Source: an optimization exercise on an open RTL-to-GDS flow (aim: small area, a short achievable clock period and few clock cycles). Production flows keep margins and buffers that such runs may drop. At most, simulation tests tie the RTL to the original design; equivalence was not proved.

Setup of JK:
==> module SOBEL, before the edit <==
module  SOBEL(clk,reset,busy,ready,iaddr,idata,cdata_rd,cdata_wr,caddr_rd,caddr_wr,cwr,crd,csel	);
input				clk;
input				reset;
output	reg 		busy;
input				ready;
output 	reg [16:0]		iaddr;
input  	[7:0]		idata;
input	[7:0]		cdata_rd;
output	[7:0]		cdata_wr;
output 	[15:0]		caddr_rd;
output 	reg [15:0]	caddr_wr;
output	reg         cwr;
output              crd;
output 	reg [1:0]	csel;
assign caddr_rd = 16'd0;
assign crd = 1'b0;
wire rmid = csel == 2'd3;
wire rbot = csel == 2'd1;
wire top  = csel == 2'd3;
reg ptop;        
reg pbot;        
reg vnext;       
reg started;     
reg  rowend;     
wire done   = top & cwr & (&caddr_wr);
reg [8:0]  idr;   
reg [9:0]  N;     
reg [9:0]  S1;    
reg [9:0]  S2;    
reg [8:0]  K;     
reg [8:0]  D1;    
reg [10:0] G2;    
reg [10:0] cw;    
reg [10:0] ybuf;  
wire [8:0]  d0  = ~K;                                    
wire [9:0]  nsum = (ptop ? 10'd0 : N) + {1'b0, idr};
wire [8:0]  ksum = K + idr;
wire [10:0] gx   = {1'b0, S2} - {1'b0, N};               
wire [10:0] gy   = G2 + {{2{d0[8]}}, d0};
wire [10:0] g2n  = {{2{D1[8]}}, D1} + {d0[8], d0, 1'b0};
wire [7:0]  yc   = ybuf[10] ? 8'd0 : (|ybuf[9:8]) ? 8'hff : ybuf[7:0];
wire [9:0]  csum = {1'b0, cdata_wr, 1'b1} + {1'b0, yc, 1'b1};   
assign cdata_wr = cw[10] ? 8'd0 : (|cw[9:8]) ? 8'hff : cw[7:0];
always @(posedge clk) begin
    idr <= rmid ? {idata, 1'b0} : {1'b0, idata};
    N <= nsum;
    if (ptop) begin
        S1 <= N;
        S2 <= S1;
        D1 <= d0;
        G2 <= g2n;
        K  <= ~idr;
    end else if (pbot) begin
        K  <= ksum;
    end
    cw   <= ptop ? gx : {3'd0, yc};
    ybuf <= ptop ? gy : {3'd0, csum[9:2]};
end
always @(posedge clk or posedge reset) begin
    if (reset) begin
        busy     <= 1'b0;
        csel     <= 2'd0;
        ptop     <= 1'b0;
        pbot     <= 1'b0;
        iaddr    <= 17'd0;
        caddr_wr <= 16'd0;
        cwr      <= 1'b0;
        vnext    <= 1'b0;
        started  <= 1'b0;
        rowend   <= 1'b0;
    end else if (busy) begin
        csel  <= done ? 2'd0 : {~csel[1] | ~csel[0], csel[1]};
        ptop  <= csel == 2'd2;
        pbot  <= csel == 2'd1;
        iaddr <= rbot ? iaddr + 17'h1FDFD + {16'd0, rowend} : iaddr + 17'd258;
        if (top) begin
            cwr      <= vnext & ~done;
            vnext    <= ~rowend & started;
            started  <= started | iaddr[0];
            if (cwr) caddr_wr <= caddr_wr + 16'd1;
            rowend   <= caddr_wr[7:0] == (cwr ? 8'd253 : 8'd254);
            if (done) busy <= 1'b0;
        end
    end else if (ready & ~started) begin
        busy <= 1'b1;
        csel <= 2'd2;
    end
end
endmodule
export LEC_CHECK = 0
export CAP_MARGIN = 20
export CORE_MARGIN = 2
export CORE_UTILIZATION = 40
export CTS_BUF_LIST = sky130_fd_sc_hd__clkbuf_8
export CTS_CLUSTER_SIZE = 30
export PLACE_DENSITY = 0.75
export SETUP_SLACK_MARGIN = 2.4
export SLEW_MARGIN = 20
create_clock -name core_clock -period 5.0 [get_ports {clk}]
standard.sh (not shown) runs the stock make flow with config.mk's settings and CLKGATE_MAP_FILE= SYNTH_SCRIPT=/design/flow/synth_recipe.tcl, a recipe that flattens the netlist after the stock synthesis.
==> flow/flow/run.sh <==
#!/bin/bash
# The standard layout, with plain buffers (instead of delay cells) on the
# input and output ports. Each tool's output goes to its own log here.
set -euo pipefail
export BUFFER_PORTS_ARGS="-buffer_cell sky130_fd_sc_hd__buf_2"
bash standard.sh > standard.log 2>&1
Testbench counts of JK, summed over its fixed seeds: cycles 789,544.
Input changes introduced in MS (baseline for comparison: JK):
==> flow/design.v, changed modules only <==
module  SOBEL(clk,reset,busy,ready,iaddr,idata,cdata_rd,cdata_wr,caddr_rd,caddr_wr,cwr,crd,csel	);
input				clk;
input				reset;
output	reg 		busy;
input				ready;
output 	reg [16:0]		iaddr;
input  	[7:0]		idata;
input	[7:0]		cdata_rd;
output	[7:0]		cdata_wr;
output 	[15:0]		caddr_rd;
output 	reg [15:0]	caddr_wr;
output	reg         cwr;
output              crd;
output 	reg [1:0]	csel;
function [10:0] csadd;
    input [10:0] a;
    input [10:0] b;
    input        ci;
    reg [5:0] lo;
    reg [5:0] h0;
    reg [5:0] h1;
    begin
        lo = {1'b0, a[4:0]} + {1'b0, b[4:0]} + {5'd0, ci};
        h0 = {a[10:5]} + {b[10:5]};
        h1 = {a[10:5]} + {b[10:5]} + 6'd1;
        csadd = {lo[5] ? h1 : h0, lo[4:0]};
    end
endfunction
assign caddr_rd = 16'd0;
assign crd = 1'b0;
wire rmid = csel == 2'd3;
wire rbot = csel == 2'd1;
wire top  = csel == 2'd3;
reg ptop;        
reg pbot;        
reg vnext;       
reg started;     
reg  rowend;     
wire done   = top & cwr & (&caddr_wr);
reg [8:0]  idr;   
reg [9:0]  N;     
reg [9:0]  S1;    
reg [9:0]  S2;    
reg [8:0]  K;     
reg [8:0]  D1;    
reg [10:0] G2;    
reg [10:0] cw;    
reg [10:0] ybuf;  
wire [8:0]  d0  = ~K;                                    
wire [10:0] nsum = csadd({1'b0, ptop ? 10'd0 : N}, {2'b0, idr}, 1'b0);
wire [10:0] ksum = csadd({2'b0, K}, {2'b0, idr}, 1'b0);
wire [10:0] gx   = csadd({1'b0, S2}, ~{1'b0, N}, 1'b1);   
wire [10:0] gy   = csadd(G2, {{2{d0[8]}}, d0}, 1'b0);
wire [10:0] g2n  = csadd({{2{D1[8]}}, D1}, {d0[8], d0, 1'b0}, 1'b0);
wire [7:0]  yc   = ybuf[10] ? 8'd0 : (|ybuf[9:8]) ? 8'hff : ybuf[7:0];
wire [9:0]  csum = {1'b0, cdata_wr, 1'b1} + {1'b0, yc, 1'b1};   
assign cdata_wr = cw[10] ? 8'd0 : (|cw[9:8]) ? 8'hff : cw[7:0];
always @(posedge clk) begin
    idr <= rmid ? {idata, 1'b0} : {1'b0, idata};
    N <= nsum[9:0];
    if (ptop) begin
        S1 <= N;
        S2 <= S1;
        D1 <= d0;
        G2 <= g2n;
        K  <= ~idr;
    end else if (pbot) begin
        K  <= ksum[8:0];
    end
    cw   <= ptop ? gx : {3'd0, yc};
    ybuf <= ptop ? gy : {3'd0, csum[9:2]};
end
always @(posedge clk or posedge reset) begin
    if (reset) begin
        busy     <= 1'b0;
        csel     <= 2'd0;
        ptop     <= 1'b0;
        pbot     <= 1'b0;
        iaddr    <= 17'd0;
        caddr_wr <= 16'd0;
        cwr      <= 1'b0;
        vnext    <= 1'b0;
        started  <= 1'b0;
        rowend   <= 1'b0;
    end else if (busy) begin
        csel  <= done ? 2'd0 : {~csel[1] | ~csel[0], csel[1]};
        ptop  <= csel == 2'd2;
        pbot  <= csel == 2'd1;
        iaddr <= rbot ? iaddr + 17'h1FDFD + {16'd0, rowend} : iaddr + 17'd258;
        if (top) begin
            cwr      <= vnext & ~done;
            vnext    <= ~rowend & started;
            started  <= started | iaddr[0];
            if (cwr) caddr_wr <= caddr_wr + 16'd1;
            rowend   <= caddr_wr[7:0] == (cwr ? 8'd253 : 8'd254);
            if (done) busy <= 1'b0;
        end
    end else if (ready & ~started) begin
        busy <= 1'b1;
        csel <= 2'd2;
    end
end
endmodule
Findings:
- MS: full flow OK, the timing, design-rule and antenna checks passed
- JK: full flow OK, the timing, design-rule and antenna checks passed
- MS against JK: sequential share of layout area has decreased, total of plain and repair buffers excluding clock buffers went up, met2 usage saw an increase, xor-xnor portion of the synthesized cell area has increased.
- Summary of MS over JK: number of cells on the worst reg-to-reg path up 2; data required time at the worst endpoint up 1250 ps.
- Comparing MS and JK, critical path depth is higher on MS.
- [compare] base=JK new=MS: complex-gate fraction of the synthesized area now sits lower.
- The clock skew of JK and that of MS are within noise of each other.
- Going from JK to MS, the achievable frequency was found to have gone down by 2.8%.
- The via count of the first global-routing pass of MS is lower than that of JK.
- Between MS and JK, it is MS whose met2 layer wire length in the routed design is higher, by 2.9%.
- Post-synthesis average cell area (higher): MS
- MS vs JK, library cell contributing the largest single delay on the critical path: sky130_fd_sc_hd__or4_1 vs sky130_fd_sc_hd__dfxtp_1
The RTL of MS was laid out without a check of its function.

========
## fjord
Another version of the RTL of SOBEL (not shown whole).
Size: about 690 cells after synthesis, about 120 flip-flops, about 81 I/O pins, roughly 7000 µm² of cells after synthesis.
==> module SOBEL, before the edit <==
module  SOBEL(clk,reset,busy,ready,iaddr,idata,cdata_rd,cdata_wr,caddr_rd,caddr_wr,cwr,crd,csel	);
input				clk;
input				reset;
output	reg 		busy;
input				ready;
output 	reg [16:0]		iaddr;
input  	[7:0]		idata;
input	[7:0]		cdata_rd;
output	reg [7:0]		cdata_wr;
output 	[15:0]		caddr_rd;
output 	reg [15:0]	caddr_wr;
output	reg         cwr;
output              crd;
output 	reg [1:0]	csel;
assign caddr_rd = 16'd0;
assign crd = 1'b0;
wire rtop = csel == 2'd2;
wire rbot = csel == 2'd1;
wire top  = csel == 2'd3;
wire mid  = csel == 2'd1;
wire bot  = csel == 2'd2;
reg vnext;       
reg init;        
wire rowend = caddr_wr[7:0] == 8'd254;    
wire done   = top & cwr & (&caddr_wr);
reg [7:0]  idr;   
reg [9:0]  N;     
reg [9:0]  S1;    
reg [9:0]  S2;    
reg [8:0]  K;     
reg [8:0]  D1;    
reg [10:0] G2;    
reg [7:0]  ybuf;
wire [9:0]  pix = mid ? {1'b0, idr, 1'b0} : {2'b0, idr};
wire [8:0]  d0  = ~K;                                    
wire [9:0]  nsum = (top ? 10'd0 : N) + pix;
wire [8:0]  ksum = K + {1'b0, idr};
wire [10:0] gx   = {1'b0, S2} - {1'b0, N};               
wire [10:0] gy   = G2 + {{2{d0[8]}}, d0};
wire [10:0] g2n  = {{2{D1[8]}}, D1} + {d0[8], d0, 1'b0};
wire [8:0]  csum = {1'b0, cdata_wr} + {1'b0, ybuf} + 9'd1;
wire [7:0] xc = gx[10] ? 8'd0 : (|gx[9:8]) ? 8'hff : gx[7:0];
wire [7:0] yc = gy[10] ? 8'd0 : (|gy[9:8]) ? 8'hff : gy[7:0];
always @(posedge clk) begin
    idr <= idata;
    N <= nsum;
    if (top) begin
        S1 <= N;
        S2 <= S1;
        D1 <= d0;
        G2 <= g2n;
        K  <= ~{1'b0, idr};
    end else if (bot) begin
        K  <= ksum;
    end
    cdata_wr <= top ? xc : ybuf;
    ybuf     <= top ? yc : csum[8:1];
end
always @(posedge clk or posedge reset) begin
    if (reset) begin
        busy     <= 1'b0;
        csel     <= 2'd2;
        iaddr    <= 17'd0;
        caddr_wr <= 16'd0;
        cwr      <= 1'b0;
        vnext    <= 1'b0;
        init     <= 1'b1;
    end else if (busy) begin
        csel  <= done ? 2'd0 : {~csel[1] | ~csel[0], csel[1]};
        iaddr <= rbot ? iaddr + 17'h1FDFD + {16'd0, rowend} : iaddr + 17'd258;
        if (top) begin
            cwr      <= vnext & ~done;
            vnext    <= ~rowend & ~init;
            init     <= init & ~iaddr[0];
            if (cwr) caddr_wr <= caddr_wr + 16'd1;
            if (done) busy <= 1'b0;
        end
    end else begin
        busy <= ready & (csel != 2'd0);
    end
end
endmodule
make LEC_CHECK=0 CAP_MARGIN=20 CORE_MARGIN=2 CORE_UTILIZATION=40 CTS_BUF_LIST=sky130_fd_sc_hd__clkbuf_8 CTS_CLUSTER_SIZE=30 SETUP_SLACK_MARGIN=2.2 SLEW_MARGIN=20 finish   # period 5.0 ns
run.sh (not shown) runs the stock make flow with config.mk's settings and CLKGATE_MAP_FILE= SYNTH_SCRIPT=/design/flow/synth_recipe.tcl, a recipe that flattens the netlist after the stock synthesis.
Stock flow here: none of the scripts above is used.
What onyx does differently from fjord at the input level:
==> flow/design.v <==
`timescale 1ns/10ps
module  SOBEL(clk,reset,busy,ready,iaddr,idata,cdata_rd,cdata_wr,caddr_rd,caddr_wr,cwr,crd,csel	);
input				clk;
input				reset;
output	reg 		busy;
input				ready;
output 	reg [16:0]		iaddr;
input  	[7:0]		idata;
input	[7:0]		cdata_rd;
output	reg [7:0]		cdata_wr;
output 	[15:0]		caddr_rd;
output 	reg [15:0]	caddr_wr;
output	reg         cwr;
output              crd;
output 	reg [1:0]	csel;
assign caddr_rd = 16'd0;
assign crd = 1'b0;
wire rmid = csel == 2'd3;
wire rbot = csel == 2'd1;
wire top  = csel == 2'd3;
reg ptop;        
reg pbot;        
reg vnext;       
reg started;     
wire rowend = caddr_wr[7:0] == 8'd254;    
wire done   = top & cwr & (&caddr_wr);
reg [8:0]  idr;   
reg [9:0]  N;     
reg [9:0]  S1;    
reg [9:0]  S2;    
reg [8:0]  K;     
reg [8:0]  D1;    
reg [10:0] G2;    
reg [7:0]  ybuf;
wire [8:0]  d0  = ~K;                                    
wire [9:0]  nsum = (ptop ? 10'd0 : N) + {1'b0, idr};
wire [8:0]  ksum = K + idr;
wire [10:0] gx   = {1'b0, S2} - {1'b0, N};               
wire [10:0] gy   = G2 + {{2{d0[8]}}, d0};
wire [10:0] g2n  = {{2{D1[8]}}, D1} + {d0[8], d0, 1'b0};
wire [8:0]  csum = {1'b0, cdata_wr} + {1'b0, ybuf} + 9'd1;
wire [7:0] xc = gx[10] ? 8'd0 : (|gx[9:8]) ? 8'hff : gx[7:0];
wire [7:0] yc = gy[10] ? 8'd0 : (|gy[9:8]) ? 8'hff : gy[7:0];
always @(posedge clk) begin
    idr <= rmid ? {idata, 1'b0} : {1'b0, idata};
    N <= nsum;
    if (ptop) begin
        S1 <= N;
        S2 <= S1;
        D1 <= d0;
        G2 <= g2n;
        K  <= ~idr;
    end else if (pbot) begin
        K  <= ksum;
    end
    cdata_wr <= ptop ? xc : ybuf;
    ybuf     <= ptop ? yc : csum[8:1];
end
always @(posedge clk or posedge reset) begin
    if (reset) begin
        busy     <= 1'b0;
        csel     <= 2'd0;
        ptop     <= 1'b0;
        pbot     <= 1'b0;
        iaddr    <= 17'd0;
        caddr_wr <= 16'd0;
        cwr      <= 1'b0;
        vnext    <= 1'b0;
        started  <= 1'b0;
    end else if (busy) begin
        csel  <= done ? 2'd0 : {~csel[1] | ~csel[0], csel[1]};
        ptop  <= csel == 2'd2;
        pbot  <= csel == 2'd1;
        iaddr <= rbot ? iaddr + 17'h1FDFD + {16'd0, rowend} : iaddr + 17'd258;
        if (top) begin
            cwr      <= vnext & ~done;
            vnext    <= ~rowend & started;
            started  <= started | iaddr[0];
            if (cwr) caddr_wr <= caddr_wr + 16'd1;
            if (done) busy <= 1'b0;
        end
    end else if (ready & ~started) begin
        busy <= 1'b1;
        csel <= 2'd2;
    end
end
endmodule
==> results.txt <==
From onyx to fjord, level count of the clock H-tree did not move at all.
Comparing fjord and onyx, cell area is higher on onyx.
onyx gives more worst setup slack than fjord did.
onyx ended with more detailed placer's ending HPWL than fjord.
Comparing fjord and onyx, met1 track demand over resource is higher on fjord.
Delta (onyx minus fjord): die footprint moved up; per-instance average area after synthesis moved up; via count moved up.
Testbench counts of onyx, summed over its fixed seeds: cycles 789,544.
Function not checked in fjord: the RTL went through the layout flow alone.

## afterwards: timing with drivers on the ports
In the flow no input, the clock included, has a driving cell. The finished layouts below were timed again as built, in two steps.
Step 1: set_driving_cell puts a clkbuf_16 on clk and a buf_2 on each other input, an assumption about the parent block.
Step 2 adds t to the input delays and takes it off the output delays; t is the mean of the earliest and latest rising clock arrival at the registers after step 1. Input paths then give back, and output paths get back, about the clock's delay inside the block.
Slacks: ideal / step 1 / step 2; pairs: ideal / step 1.
run | t (ns) | slack for setup (ns) | worst setup path after step 2 | clock arrival spread, ns
JK | 0.466 | 2.552 / 2.518 / 2.571 | register to register | 0.013 / 0.013
MS | 0.468 | 2.481 / 2.481 / 2.481 | register to register | 0.014 / 0.014
fjord | 0.478 | 2.254 / 2.254 / 2.254 | register to register | 0.011 / 0.011
onyx | 0.471 | 2.353 / 2.316 / 2.375 | register to register | 0.012 / 0.012
After both steps setup and hold are still met in every run listed.
